Background: an optimization exercise with open tools, aiming at small area. Do not read the settings as production practice.
At most, simulation tests tie the RTL to the original design; equivalence was not proved.
Power figures rest on the tool's default switching activity, not on a simulated workload.

==> v27: inputs <==
==> flow/design.v <==
`timescale 1ns/1ns
module TX(input clk, input rst, input in, input run, input [3:0]rate, input tx_request, output [51:0]out, output valid, output ready, output [1:0]cr, output [1:0]mod);
reg m1, m0, c1;
assign mod = {m1, m0};
assign cr = {c1, ~c1 & m1 & m0};
wire m3 = m1 & m0;
wire m2 = m1 & ~m0;
wire nz = m1 | m0;
wire cr_half = ~c1 & ~cr[0];
always @(posedge clk, negedge rst) begin
	if(~rst) begin
		m1 <= 1'b1; m0 <= 1'b1; c1 <= 1'b1;
	end
	else if(tx_request) begin
		m1 <= ~(rate[2] & rate[0]);
		m0 <= ~(rate[3] & rate[0]);
		c1 <= rate[1] | ~rate[0];
	end
end
reg st;               
reg [6:0] scn;        
reg [6:0] d;          
reg [1:0] q;          
reg en, enb;          
wire vr = run & st;
wire fb = scn[6] ^ scn[3];
wire en_n = vr & (cr_half | q != 2'd1);
assign ready = st;
always @(posedge clk, negedge rst) begin
	if(~rst) begin
		st <= 1'b0;
		scn <= 7'h00;
		d <= 7'd0;
		q <= 2'd0;
		en <= 1'b0;
	end
	else begin
		st <= 1'b1;
		en <= en_n;
		if(vr) begin
			scn <= {scn[5:0], ~fb};
			d <= {d[5:0], in ^ fb};
			q <= (q == 2'd3 || (q == 2'd2 && c1)) ? 2'd0 : q + 2'd1;
		end
	end
end
always @(posedge clk) enb <= ~en_n;
wire ea = d[0] ^ d[2] ^ d[3] ^ d[5] ^ d[6];
wire eb = d[0] ^ d[1] ^ d[2] ^ d[3] ^ d[6];
reg r1, r2;
wire qa = q[0] ^ q[1];
wire xa = (cr_half | qa) ? ea : (q[0] | c1) ? r1 : r2;
wire xb = (cr[0] & ~qa) ? ea : eb;
always @(posedge clk) begin
	r1 <= ea;
	r2 <= eb;
end
wire mq0 = ~m1 & ~m0;    
wire mq1 = ~m1 & m0;     
reg [136:0] ev, od;
reg [136:0] evn, odn;
integer p;
always @(*) begin
	evn = {xa, ev[136:1]};
	odn = {xb, od[136:1]};
	if(m2) begin evn[128] = xa; odn[128] = xb; end
	if(mq1) begin evn[120] = xa; odn[120] = xb; end
	if(mq0) begin evn[112] = xa; odn[112] = xb; end
	for(p = 0; p < 2; p = p + 1) begin
		if(m2) begin evn[48*p+32] = ev[48*p+49]; odn[48*p+32] = od[48*p+49]; end
		if(mq1) begin evn[48*p+24] = ev[48*p+57]; odn[48*p+24] = od[48*p+57]; end
		if(mq0) begin evn[48*p+16] = ev[48*p+57]; odn[48*p+16] = od[48*p+57]; end
	end
end
always @(posedge clk) begin
	ev <= {({136{en}} & evn[136:1]) | ({136{enb}} & ev[136:1]), ev[1]};
	od <= {({136{en}} & odn[136:1]) | ({136{enb}} & od[136:1]), od[1]};
end
reg [4:0] g;
reg [2:0] w;
reg vt;
wire w7 = (w == 3'd7);
wire oph = m1 ? (m0 ? g[4] & g[0] : g[3] & g[1] & g[0]) : (m0 ? g[2] & g[0] : g[1]);
always @(posedge clk, negedge rst) begin
	if(~rst) begin
		g <= 5'd0;
		w <= 3'd0;
		vt <= 1'b0;
	end
	else begin
		vt <= en & oph;
		w <= ({3{en}} & (w + 3'd1)) | ({3{enb}} & w);
		g <= ({5{en & w7}} & (oph ? 5'd0 : g + 5'd1)) | ({5{enb | ~w7}} & g);
	end
end
assign valid = vt;
reg [6:0] pln;
wire pw = oph & (w == 3'd0);        
always @(posedge clk, negedge rst) begin
	if(~rst) pln <= 7'h00;
	else pln <= ({7{en & pw}} & {pln[5:0], ~(pln[6] ^ pln[3])}) | ({7{enb | ~pw}} & pln);
end
wire J0 = (w == 3'd1) | (w == 3'd4) | (w == 3'd7);
wire J1 = (w == 3'd2) | (w == 3'd5) | (w == 3'd0);
wire J2 = (w == 3'd3) | (w == 3'd6);
wire A0 = m3 & J0, A1 = m3 & J2, A2 = m3 & J1;
wire B0 = m3 & J1, B1 = m3 & J0, B2 = m3 & J2;
wire [2:0] le0 = {A2 | ~m1, A1 | m2, A0};
wire [2:0] le3 = {A2, A1, A0 | ~m3};
wire [2:0] le2 = {A2, A1, A0};
wire [2:0] lo0 = {B2 | ~m3, B1, B0};
wire [2:0] lo1 = {B2, B1, B0 | m2};
wire [2:0] lo2 = {B2, B1, B0};
wire [2:0] lo3 = {B2, B1 | m2, B0 | ~m1};
wire [2:0] lo4 = {B2 | m2, B1, B0};
function [7:0] sub(input [5:0] t, input [2:0] s0, input [2:0] s1, input [2:0] s2, input [2:0] s3, input [2:0] s4, input [2:0] s5, input m3, input m1, input nz);
	reg n0, n1, n2, n3, n4, n5;
	begin
		n0 = ~(s0[0] & t[0] | s0[1] & t[1] | s0[2] & t[2]);
		n1 = ~(s1[0] & t[1] | s1[1] & t[2] | s1[2] & t[0]);
		n2 = ~(s2[0] & t[2] | s2[1] & t[0] | s2[2] & t[1]);
		n3 = ~(s3[0] & t[3] | s3[1] & t[4] | s3[2] & t[5]);
		n4 = ~(s4[0] & t[4] | s4[1] & t[5] | s4[2] & t[3]);
		n5 = ~(s5[0] & t[5] | s5[1] & t[3] | s5[2] & t[4]);
		sub = {n0, m3 & n1, m1 & ~(n1 ^ n2), 1'b1, nz & n3, m3 & n4, m1 & ~(n4 ^ n5), nz};
	end
endfunction
genvar k;
generate for(k = 0; k < 3; k = k + 1) begin : subc
	wire [5:0] te = {ev[48*k+40], ev[48*k+32], ev[48*k+24], ev[48*k+16], ev[48*k+8], ev[48*k]};
	wire [5:0] to = {od[48*k+40], od[48*k+32], od[48*k+24], od[48*k+16], od[48*k+8], od[48*k]};
	assign out[8*k+7 -: 8] = sub(te, le0, le0, le2, le3, le3, le2, m3, m1, nz);
	assign out[8*k+31 -: 8] = sub(to, lo0, lo1, lo2, lo3, lo4, lo2, m3, m1, nz);
end endgenerate
wire pt = ~pln[0] ^ (w[2] & w[1]);
assign out[51:48] = {~w[0] & pt, 2'b00, ~w[0]};
endmodule
==> flow/flow/run.sh <==
#!/bin/bash
# ORFS layout as in standard.sh, with three changes:
#  - synthesis maps logic with an area-recovering ABC script (flow/abc_area.script)
#    instead of ORFS's speed script; registers are mapped exactly as before
#  - port buffers use buf_1
#  - the clock tree uses clkbuf_8 with clusters of 20 sinks and no dummy loads
set -euo pipefail
W=$(pwd)
F=$W/flow
# synthesis script: ORFS synth.tcl with the ABC script replaced
python3 - "$FLOW_HOME/scripts/synth.tcl" "$W/synth_area.tcl" "$F/abc_area.script" <<'PY'
import sys
src, dst, script = sys.argv[1:]
s = open(src).read()
a = "  log_cmd abc {*}$abc_args\n"
assert s.count(a) == 1
s = s.replace(a, "  set abc_args [lreplace $abc_args 1 1 %s]\n%s" % (script, a))
open(dst, "w").write(s)
PY
sed "s#source \$::env(SCRIPTS_DIR)/synth.tcl#source $W/synth_area.tcl#" synth_recipe.tcl > synth_top.tcl
grep -q "synth_area.tcl" synth_top.tcl
sed "s#SYNTH_SCRIPT=[^ ]*#SYNTH_SCRIPT=$W/synth_top.tcl#" standard.sh > flow_run.sh
grep -q "synth_top.tcl" flow_run.sh
export SKIP_REPAIR_TIE_FANOUT=1
export BUFFER_PORTS_ARGS="-buffer_cell sky130_fd_sc_hd__buf_1"
export CTS_ARGS="-sink_clustering_enable -repair_clock_nets -dont_use_dummy_load -buf_list sky130_fd_sc_hd__clkbuf_8 -sink_clustering_size 18 -sink_clustering_max_diameter 60"
bash flow_run.sh > flow_run.log 2>&1
==> flow/flow/abc_area.script <==
&get -n
&st
&syn2
&dch
&nf -R 1000 -p -F 16 -C 32 -E 100
&put
==> flow/standard.sh <==
#!/bin/bash
# synth_recipe.tcl (not shown) runs the flow's synth.tcl, then flattens the netlist and writes it again
# the make line also repeats each setting of config.mk as NAME=value (left out here)
make -C /OpenROAD-flow-scripts/flow DESIGN_CONFIG=/design/flow/config.mk WORK_HOME=/design/flow/orfs CLKGATE_MAP_FILE= SYNTH_SCRIPT=/design/flow/synth_recipe.tcl "${@:-finish}"
==> flow/config.mk <==
export PLATFORM = sky130hd
export DESIGN_NAME = TX
export DESIGN_NICKNAME = TX
export VERILOG_FILES = /design/flow/design.v
export SDC_FILE = /design/flow/constraint.sdc
export NUM_CORES = 8
export LEC_CHECK = 0
export CAP_MARGIN = 20
export CORE_MARGIN = 2
export CORE_UTILIZATION = 70
export GPL_TIMING_DRIVEN = 0
export PLACE_DENSITY = 0.8
export SLEW_MARGIN = 20
==> flow/constraint.sdc <==
create_clock -name core_clock -period 8.0 [get_ports {clk}]
set_input_delay 1.6000 -clock core_clock [delete_from_list [all_inputs] [get_ports {clk}]]
set_output_delay 1.6000 -clock core_clock [all_outputs]
set_load 0.01 [all_outputs]
==> inputs of v29, as changes to v27 <==
==> flow/design.v, changed modules only <==
module TX(input clk, input rst, input in, input run, input [3:0]rate, input tx_request, output [51:0]out, output valid, output ready, output [1:0]cr, output [1:0]mod);
reg m1, m0, c1;
assign mod = {m1, m0};
assign cr = {c1, ~c1 & m1 & m0};
wire m3 = m1 & m0;
wire m2 = m1 & ~m0;
wire nz = m1 | m0;
wire cr_half = ~c1 & ~cr[0];
always @(posedge clk, negedge rst) begin
	if(~rst) begin
		m1 <= 1'b1; m0 <= 1'b1; c1 <= 1'b1;
	end
	else if(tx_request) begin
		m1 <= ~(rate[2] & rate[0]);
		m0 <= ~(rate[3] & rate[0]);
		c1 <= rate[1] | ~rate[0];
	end
end
reg st;               
reg [6:0] scn;        
reg [6:0] d;          
reg [1:0] q;          
reg en, enb;          
wire vr = run & st;
wire fb = scn[6] ^ scn[3];
wire en_n = vr & (cr_half | q != 2'd1);
assign ready = st;
always @(posedge clk, negedge rst) begin
	if(~rst) begin
		st <= 1'b0;
		scn <= 7'h00;
		d <= 7'd0;
		q <= 2'd0;
		en <= 1'b0;
	end
	else begin
		st <= 1'b1;
		en <= en_n;
		if(vr) begin
			scn <= {scn[5:0], ~fb};
			d <= {d[5:0], in ^ fb};
			q <= (q == 2'd3 || (q == 2'd2 && c1)) ? 2'd0 : q + 2'd1;
		end
	end
end
always @(posedge clk) enb <= ~en_n;
wire ea = d[0] ^ d[2] ^ d[3] ^ d[5] ^ d[6];
wire eb = d[0] ^ d[1] ^ d[2] ^ d[3] ^ d[6];
reg r1, r2;
wire qa = q[0] ^ q[1];
wire xa = (cr_half | qa) ? ea : (q[0] | c1) ? r1 : r2;
wire xb = (cr[0] & ~qa) ? ea : eb;
always @(posedge clk) begin
	r1 <= ea;
	r2 <= eb;
end
reg [136:0] ev, od;
wire [136:0] evn, odn;
genvar p;
generate for(p = 0; p < 137; p = p + 1) begin : chain
	if(p == 136) begin
		assign evn[p] = xa;
		assign odn[p] = xb;
	end
	else if(p == 0) begin
		assign evn[p] = m1 ? ev[1] : m0 ? ev[17] : ev[41];
		assign odn[p] = m1 ? od[1] : m0 ? od[17] : od[41];
	end
	else if(p == 48) begin
		assign evn[p] = m1 ? ev[49] : m0 ? ev[65] : ev[89];
		assign odn[p] = m1 ? od[49] : m0 ? od[65] : od[89];
	end
	else if(p == 96) begin
		assign evn[p] = m1 ? ev[97] : m0 ? ev[113] : xa;
		assign odn[p] = m1 ? od[97] : m0 ? od[113] : xb;
	end
	else if(p == 24 || p == 72) begin
		assign evn[p] = m1 ? ev[p+1] : ev[p+17];
		assign odn[p] = m1 ? od[p+1] : od[p+17];
	end
	else if(p == 120) begin
		assign evn[p] = m1 ? ev[p+1] : xa;
		assign odn[p] = m1 ? od[p+1] : xb;
	end
	else if(p == 128) begin
		assign evn[p] = m0 ? ev[p+1] : xa;
		assign odn[p] = m0 ? od[p+1] : xb;
	end
	else if(p == 8 || p == 32 || p == 56 || p == 80 || p == 104) begin
		assign evn[p] = m0 ? ev[p+1] : ev[p+9];
		assign odn[p] = m0 ? od[p+1] : od[p+9];
	end
	else begin
		assign evn[p] = ev[p+1];
		assign odn[p] = od[p+1];
	end
end endgenerate
always @(posedge clk) begin
	ev <= ({137{en}} & evn) | ({137{enb}} & ev);
	od <= ({137{en}} & odn) | ({137{enb}} & od);
end
reg [4:0] g;
reg [2:0] w;
reg vt;
wire oph = m1 ? (m0 ? g[4] & g[0] : g[3] & g[1] & g[0]) : (m0 ? g[2] & g[0] : g[1]);
always @(posedge clk, negedge rst) begin
	if(~rst) begin
		g <= 5'd0;
		w <= 3'd0;
		vt <= 1'b0;
	end
	else begin
		vt <= en & oph;
		if(en) begin
			w <= w + 3'd1;
			if(w == 3'd7) g <= oph ? 5'd0 : g + 5'd1;
		end
	end
end
assign valid = vt;
reg [6:0] pln;        
always @(posedge clk, negedge rst) begin
	if(~rst) pln <= 7'h00;
	else if(en & oph & (w == 3'd0)) pln <= {pln[5:0], ~(pln[6] ^ pln[3])};
end
wire J0 = (w == 3'd1) | (w == 3'd4) | (w == 3'd7);
wire J1 = (w == 3'd2) | (w == 3'd5) | (w == 3'd0);
wire J2 = (w == 3'd3) | (w == 3'd6);
wire [2:0] se0 = {m3 & J1, m3 & J2, ~m3 | J0};
wire [2:0] se2 = {m3 & J1, m3 & J2, m3 & J0};
wire [2:0] so0 = {m3 & J2, m3 ? J0 : m2, m3 ? J1 : ~m2};
wire [2:0] so1 = {m3 ? J2 : m2, m3 & J0, m3 & J1};
wire [2:0] so2 = {m3 & J2, m3 & J0, m3 & J1};
function [7:0] sub(input [5:0] t, input [2:0] s0, input [2:0] s1, input [2:0] s2, input m3, input m1, input nz);
	reg n0, n1, n2, n3, n4, n5;
	begin
		n0 = ~(s0[0] & t[0] | s0[1] & t[1] | s0[2] & t[2]);
		n1 = ~(s1[0] & t[1] | s1[1] & t[2] | s1[2] & t[0]);
		n2 = ~(s2[0] & t[2] | s2[1] & t[0] | s2[2] & t[1]);
		n3 = ~(s0[0] & t[3] | s0[1] & t[4] | s0[2] & t[5]);
		n4 = ~(s1[0] & t[4] | s1[1] & t[5] | s1[2] & t[3]);
		n5 = ~(s2[0] & t[5] | s2[1] & t[3] | s2[2] & t[4]);
		sub = {n0, m3 & n1, m1 & ~(n1 ^ n2), 1'b1, nz & n3, m3 & n4, m1 & ~(n4 ^ n5), nz};
	end
endfunction
genvar k;
generate for(k = 0; k < 3; k = k + 1) begin : subc
	wire [5:0] te = {ev[48*k+40], ev[48*k+32], ev[48*k+24], ev[48*k+16], ev[48*k+8], ev[48*k]};
	wire [5:0] to = {od[48*k+40], od[48*k+32], od[48*k+24], od[48*k+16], od[48*k+8], od[48*k]};
	assign out[8*k+7 -: 8] = sub(te, se0, se0, se2, m3, m1, nz);
	assign out[8*k+31 -: 8] = sub(to, so0, so1, so2, m3, m1, nz);
end endgenerate
wire pt = ~pln[0] ^ (w[2] & w[1]);
assign out[51:48] = {~w[0] & pt, 2'b00, ~w[0]};
endmodule
==> flow/flow/run.sh (replaced) <==
#!/bin/bash
# Standard ORFS layout with smaller port buffers and a leaner clock tree.
set -euo pipefail
export BUFFER_PORTS_ARGS="-buffer_cell sky130_fd_sc_hd__buf_1"
export CTS_ARGS="-sink_clustering_enable -repair_clock_nets -dont_use_dummy_load -buf_list sky130_fd_sc_hd__clkbuf_8 -sink_clustering_size 20 -sink_clustering_max_diameter 60"
export RECOVER_POWER=100
bash standard.sh > standard.log 2>&1
Settings changed: GPL_TIMING_DRIVEN 0 to unset.
removed: flow/flow/abc_area.script
==> inputs of v8, as changes to v27 <==
--- a/flow/design.v
+++ b/flow/design.v
@@ -75,4 +75,4 @@
 always @(posedge clk) begin
-	ev <= {({136{en}} & evn[136:1]) | ({136{enb}} & ev[136:1]), ev[1]};
-	od <= {({136{en}} & odn[136:1]) | ({136{enb}} & od[136:1]), od[1]};
+	ev <= ({137{en}} & evn) | ({137{enb}} & ev);
+	od <= ({137{en}} & odn) | ({137{enb}} & od);
 end
@@ -81,3 +81,2 @@
 reg vt;
-wire w7 = (w == 3'd7);
 wire oph = m1 ? (m0 ? g[4] & g[0] : g[3] & g[1] & g[0]) : (m0 ? g[2] & g[0] : g[1]);
@@ -91,4 +90,6 @@
 		vt <= en & oph;
-		w <= ({3{en}} & (w + 3'd1)) | ({3{enb}} & w);
-		g <= ({5{en & w7}} & (oph ? 5'd0 : g + 5'd1)) | ({5{enb | ~w7}} & g);
+		if(en) begin
+			w <= w + 3'd1;
+			if(w == 3'd7) g <= oph ? 5'd0 : g + 5'd1;
+		end
 	end
@@ -96,7 +97,6 @@
 assign valid = vt;
-reg [6:0] pln;
-wire pw = oph & (w == 3'd0);        
+reg [6:0] pln;        
 always @(posedge clk, negedge rst) begin
 	if(~rst) pln <= 7'h00;
-	else pln <= ({7{en & pw}} & {pln[5:0], ~(pln[6] ^ pln[3])}) | ({7{enb | ~pw}} & pln);
+	else if(en & oph & (w == 3'd0)) pln <= {pln[5:0], ~(pln[6] ^ pln[3])};
 end
--- a/flow/flow/run.sh
+++ b/flow/flow/run.sh
@@ -23,3 +23,2 @@
 grep -q "synth_top.tcl" flow_run.sh
-export SKIP_REPAIR_TIE_FANOUT=1
 export BUFFER_PORTS_ARGS="-buffer_cell sky130_fd_sc_hd__buf_1"
Settings changed: GPL_TIMING_DRIVEN 0 to unset.
==> qor summary <==
Status: v27 no timing/DRC/antenna violations; v8 no timing/DRC/antenna violations; v29 failed layout checks
Layout check failures: v27 -; v8 -; v29 capacitance limit, slew limit
Length of routed wiring on met1: v27 10100 microns; v8 9650 microns; v29 10200 microns
Post-layout instance count excluding filler cells: v27 1140; v8 1131; v29 1161
Cell with the biggest individual delay on the critical path: v27 sky130_fd_sc_hd__dfstp_2; v8 sky130_fd_sc_hd__dfstp_2; v29 sky130_fd_sc_hd__clkbuf_1
Via-per-instance ratio: v27 6.58; v8 6.63; v29 6.48
Crit Reg-Reg Startpoint: v27 m0; v8 m0; v29 enb
Post-DP HPWL: v27 13600 microns; v8 13200 microns; v29 13700 microns
Non-Clock Buffer Count: v27 86; v8 66; v29 66
Clock network fraction of total power: v27 16.4%; v8 16.4%; v29 18.4%
Core Area: v27 15000 sq um; v8 15100 sq um; v29 15800 sq um
Register-to-Register Path Depth: v27 7; v8 6; v29 3
Power in sequential cells: v27 0.00235 W; v8 0.00235 W; v29 0.00204 W
Number of instances on the worst hold path: v27 0; v8 1; v29 1
For v8, only the layout was checked, not whether the RTL still works.

[what the ideal ports hide]
Ports are ideal in the flow. The routed layouts listed here were re-timed in OpenROAD. Step 1, drivers: a clkbuf_16 drives clk and a buf_2 each remaining input, both assumed. Step 2 adds t to the input delays and takes it off the output delays; t is the mean of the earliest and latest rising clock arrival at the registers after step 1. Input paths then give back, and output paths get back, about the clock's delay inside the block. a / b / c = ideal / step 1 / step 2; a / b = the first two.
run | shift t [ns] | slack for setup (ns) | worst setup path after step 2 | clock arrival spread, ns | slew at the worst register clock pin (ns)
v27 | 0.561 | 2.915 / 2.876 / 3.437 | register to output | 0.022 / 0.023 | 0.11 / 0.11
v29 | 0.555 | 2.164 / 2.126 / 2.438 | register to register | 0.022 / 0.023 | 0.12 / 0.12
v8 | 0.554 | 2.761 / 2.721 / 3.275 | register to output | 0.038 / 0.038 | 0.11 / 0.11
